Context: an optimization exercise on an open-source flow, tuned for small area, a short achievable clock period and few clock cycles per item. The choices shown serve that exercise and are no tape-out recipe.
Function was checked by simulation only, so behaviour that the tests miss may differ from the original.

==> flow/design.v (outline; a module is shown in full before it is edited, if it fits) <==
// module arctan: 4844 lines
// module arctan_top: 29 lines
module arctan_top(
	input             clk,
	input             rst,
	input             in_valid,
	output            in_ready,
	input      [31:0] inx,
	input      [31:0] iny,
	output reg        out_valid,
	output reg [31:0] out
);
  // ...
==> flow/run.sh <==
#!/bin/bash
# synth_recipe.tcl (not shown) runs the flow's synth.tcl, then flattens the netlist and writes it again
# the make line also repeats each setting of config.mk as NAME=value (left out here)
make -C /OpenROAD-flow-scripts/flow DESIGN_CONFIG=/design/flow/config.mk WORK_HOME=/design/flow/orfs CLKGATE_MAP_FILE= SYNTH_SCRIPT=/design/flow/synth_recipe.tcl finish
==> flow/config.mk <==
export PLATFORM = sky130hd
export DESIGN_NAME = arctan_top
export DESIGN_NICKNAME = arctan_top
export VERILOG_FILES = /design/flow/design.v
export SDC_FILE = /design/flow/constraint.sdc
export NUM_CORES = 4
export LEC_CHECK = 0
export CAP_MARGIN = 20
export CORE_MARGIN = 2
export CORE_UTILIZATION = 40
export CTS_BUF_LIST = sky130_fd_sc_hd__clkbuf_4
export SLEW_MARGIN = 20
==> flow/constraint.sdc <==
create_clock -name core_clock -period 200.0 [get_ports {clk}]
set_input_delay 40.0000 -clock core_clock [delete_from_list [all_inputs] [get_ports {clk}]]
set_output_delay 40.0000 -clock core_clock [all_outputs]
set_load 0.01 [all_outputs]
==> flow_summary.yaml, run 1 <==
run_status:
  run_status: "timing/DRC/antenna clean"
sta:
  final.setup_skew_ns: 0.0582
  rsz0062_at_grt: "no"
  finalWorstPathRequiredPeriod_ns: 42.47
placement:
  place_ws_ns: 157.17
cells_and_area:
  clock_area_share_pct: 3.44
  multi_input_gate_share_of_total_cell_area_pct: 65.1
  count_of_non_filler_cells_in_the_finished_layout: 5782
  number_of_buffers_other_than_clock_buffers_in_the_final_layout: 119
  fraction_of_layout_cells_with_a_size_suffix_above_1_pct: 6.13
setup_path:
  cp_slowest_cell: "sky130_fd_sc_hd__dfxtp_2"
  setup.worst_path.start_class: "flop"
  reg2reg_depth: 110
synth:
  netlist_instances: 3880
  synth-adder-area-share_pct: 56.4
  synth_simple_gate_area_share_pct: 1.95
  synth_xor_xnor_area_share_pct: 12.3
  asyncSetResetFlopFracSynth_pct: 0
  synth_top_area_share_pct: 46.2
die:
  die_w_um: 350
  placement_rows: 126
  design.die.area_sq_um: 122000
clock_network:
  path_clk_slew_ns: 0.07
  clock_sinks: 496
  postCtsSetupBuffers: 0
grt:
  grt_pass1_vias: 30000
Testbench counts, summed over its fixed seeds: cycles 3,264, items 3,200.
==> run 2, diff against run 1 <==
--- a/flow/config.mk
+++ b/flow/config.mk
@@ -10,3 +10,2 @@
 export CORE_UTILIZATION = 40
-export CTS_BUF_LIST = sky130_fd_sc_hd__clkbuf_4
 export SLEW_MARGIN = 20
==> run 2 against run 1 <==
Against the previous run:
- highest routed layer unchanged
- wire length fell by 0.57%
- clock skew fell by 0.010 ns
- synthesized cell count did not move
- global-route usage fell by 0.24 points
- synthesized area did not move
- via count fell by 2.3%
- worst hold slack improved by 0.027 ns
- critical endpoint unchanged
- fmax barely moved
- core utilization rose by 0.15 points
- die area did not move
==> flow_summary.yaml, run 2 <==
setup_path:
  critical_path_arrival_ns: 43.02
  cpMostUsedCell: "sky130_fd_sc_hd__fa_1"
  cp_slowest_cell: "sky130_fd_sc_hd__dfxtp_2"
  crit_path_max_incr_delay_ns: 0.95
  critical_path.max_fanout: 35
  setup.worst_path.start_class: "flop"
  timing_worst_setup_path_type: "reg -> reg"
  crit_required_ns: 200.55
  worst_r2r_endpoint: "u_arctan.rx_0[33]$_DFF_P_"
  worst_r2r_start: "y_r[31]$_DFF_P_"
  critPathCaptureType: "flop"
  worst_setup_slack_for_register_to_register_paths_ns: 157.54
  reg2reg_depth: 110
sta:
  finalWorstPathRequiredPeriod_ns: 42.47
  fin_worst_hold_slack_ns: 0.321
  number_of_slew_limit_violations_in_the_final_report: 0
  finalSetupViolations: 0
  final_hold_violating_endpoints: 0
  rsz0062_at_grt: "no"
  highest_attainable_clock_frequency_mhz: 23.5
  final.setup_skew_ns: 0.0480
  max-slew-margin-rel_pct: 30.3
  fin_crit_sh_pct: 21.2
  total_neg_setup_slack_ns: 0
  worst-slew-pin-transition_ns: 1.04
synth:
  post_synth_num_cell_types: 52
  asyncSetResetFlopFracSynth_pct: 0
  synth_warnings: 2
  postSynthAreaPerCell_sq_um: 12.3
  synthDominantAreaCellType: "sky130_fd_sc_hd__fa_1"
  netlist_instances: 3880
  synthesis.area_sq_um: 47800
  synth_ff_type: "sky130_fd_sc_hd__dfxtp_1"
  most_frequently_used_cell_type_in_the_post_synthesis_netlist: "sky130_fd_sc_hd__fa_1"
  post_synth_most_frequent_cells: "sky130_fd_sc_hd__fa_1, sky130_fd_sc_hd__inv_1, sky130_fd_sc_hd__dfxtp_1, sky130_fd_sc_hd__ha_1, sky130_fd_sc_hd__xnor2_1"
  synth_edf_count: 0
  netlist_top_cells_area: "sky130_fd_sc_hd__fa_1, sky130_fd_sc_hd__dfxtp_1, sky130_fd_sc_hd__ha_1, sky130_fd_sc_hd__inv_1, sky130_fd_sc_hd__xnor2_1"
  synth_top_area_share_pct: 46.2
  portion_of_the_post_synthesis_area_used_by_sequential_elements_pct: 20.8
  synth_seq_cells: 496
grt:
  grt_pass1_vias: 29200
  grt_start_max_net_pins: 36
  groute.usage.overall_pct: 15.7
  antenna_found_initial: 1
  grt_overflow: 0
  grt_first_pass_wirelength_um: 150000
clock_network:
  cts_root_buf: "sky130_fd_sc_hd__clkbuf_16"
  cts_repair_resized_insts: 0
  postCtsSetupBuffers: 0
  cts_buffers: 56
  path_clk_slew_ns: 0.06
  clock_tree_from_tritoncts: "built"
  ctsLongestPathBuffers: 3
  insertion_delay_ns: 0.67
  clock_tree.htree_level_count: 2
  clock_sinks: 496
  postCtsHoldBufs: 0
cells_and_area:
  fraction_of_layout_cells_with_a_size_suffix_above_1_pct: 3.76
  mostFrequentLayoutCell: "sky130_fd_sc_hd__fa_1"
  post-route-util_pct: 44.6
  final_area_sq_um: 52800
  synthToLayoutAreaGrowth_pct: 10.4
  finish.net_count: 5560
  layout_common_cells: "sky130_fd_sc_hd__fa_1, sky130_fd_sc_hd__inv_1, sky130_fd_sc_hd__dfxtp_1, sky130_fd_sc_hd__ha_1, sky130_fd_sc_hd__xnor2_1"
drt:
  drt_wl_total_um: 88100
  drt.antenna.violating_nets: 0
  drt-initial-drc-count: 773
  drc: 0
  avgRoutedWirePerCell_um: 15.6
  vias: 24500
  avgViaCountPerCell: 4.34
  drt_first_pass_iters: 7
placement:
  hpwlAfterDp_um: 79000
  port-buffer-count: 99
  final_weighted_congestion_of_routability_driven_global_placement: 0.848
  detailed_place.area_sq_um: 50800
die:
  initial_cell_density_of_the_core_pct: 40.4
  design.die.area_sq_um: 122000
  die_w_um: 350
  placement_rows: 126
  i_o_pin_count: 101
  die_h_um: 350
  core-area_sq_um: 118000
job:
  max_cap_violations: 0
run_status:
  run_status: "timing/DRC/antenna clean"
hold_path:
  timing.hold.worst_path_depth: 0
  hp-start: "u_arctan.rd_0[0]$_DFF_P_"
  hold_end: "u_arctan.rd_1[0]$_DFF_P_"
  hold_path.class: "reg -> reg"
[run 2: changes by cell type in the layout (fill, tap and decap cells not counted), sizes merged]
| cell | previous run | this run |
|---|---|---|
| clkinv | 40 | 17 |
| bufinv | 8 | 7 |
| inv | 925 | 930 |
| buf | 20 | 19 |
| diode | 7 | 1 |
| clkbuf | 180 | 70 |
| clkinvlp | 4 | 6 |
[run 2: cell families after synthesis]
group | Yosys count | share of synthesized area, %
buffers and inverters | 983 | 7.75
adder cells (fa/ha/maj) | 1494 | 56.4
AO/OA/AOI/OAI | 50 | 0.722
multiplexers | 5 | 0.113
other | 2 | 0.0157
XOR/XNOR | 668 | 12.3
AND/OR/NAND/NOR | 182 | 1.95
flip-flops | 496 | 20.8
[run 2: how the worst max path moves through the flow]
stage | start | to | slack (ns) | cells after the start
after CTS | y_r[31]$_DFF_P_ | u_arctan.rx_0[33]$_DFF_P_ | 157.14 | 110
after global routing | y_r[31]$_DFF_P_ | u_arctan.rx_0[33]$_DFF_P_ | 155.61 | 110
after global placement | y_r[31]$_DFF_P_ | u_arctan.rx_0[33]$_DFF_P_ | 157.89 | 110
final | y_r[31]$_DFF_P_ | u_arctan.rx_0[33]$_DFF_P_ | 157.54 | 110
after detailed placement | y_r[31]$_DFF_P_ | u_arctan.rx_0[33]$_DFF_P_ | 157.17 | 110
after floorplan | y_r[31]$_DFF_P_ | u_arctan.rx_0[33]$_DFF_P_ | 158.58 | 109
[run 2: stage by stage]
| step | std cells | setup slack, ns |
|---|---|---|
| 3_5_place_dp | 5541 | 157.17 |
| 2_1_floorplan | 3882 | 158.58 |
| 6_report | 5648 | 157.54 |
| 5_1_grt | 5647 | 155.61 |
| 3_3_place_gp | 5541 | 157.89 |
| 4_1_cts | 5647 | 157.14 |
[run 2: worst max-delay path, delay by kind of cell (launching register included)]
kind | cells | cell delay, ns
buffers and inverters | 8 | 1.21
adders and majority gates | 96 | 39.05
DFF | 1 | 0.95
xor gates and xnor gates | 5 | 0.95
and+or+nand+nor | 1 | 0.05
[run 2: metal layers]
layer	vias up	track usage [%]	share of wire, %
met5	-	0	0
met4	0	3.69	2.1
met3	93	2.04	3.1
met2	247	29.0	53
met1	12600	19.3	42
li1	11500	-	-
[run 2: cell type report]
cell class	instances	area (sq um)
Clock buffer	70	1560
Multi-Input combinational cell	2403	34200
Clock inverter	36	464
Antenna cell	1	2.50
Timing Repair Buffer	118	1130
Tap cell	1600	2000
Fill cell	11000	65600
Sequential cell	496	9930
Inverter	924	3470

[what the ideal ports hide]
The results above use ideal ports. As a check the final layouts listed here were re-extracted and re-timed, cells and wires unchanged.
Step 1 assumes that a clkbuf_16 drives the clock port and a buf_2 every other input.
Step 2 moves the port delays by t, midway between the first and last clock arrival at a register: inputs arrive t later, outputs are due t later. That takes back most of the time a late clock gives input paths.
a / b / c = no drivers / after step 1 / after step 2; a / b = the first two.
run | t (ns) | setup WS [ns] | slew at the worst register clock pin (ns)
run 1 | 1.105 | 157.535 / 157.535 / 157.535 | 0.09 / 0.09
run 2 | 0.714 | 157.535 / 157.535 / 157.535 | 0.07 / 0.07
After both steps setup and hold are still met in every run listed.
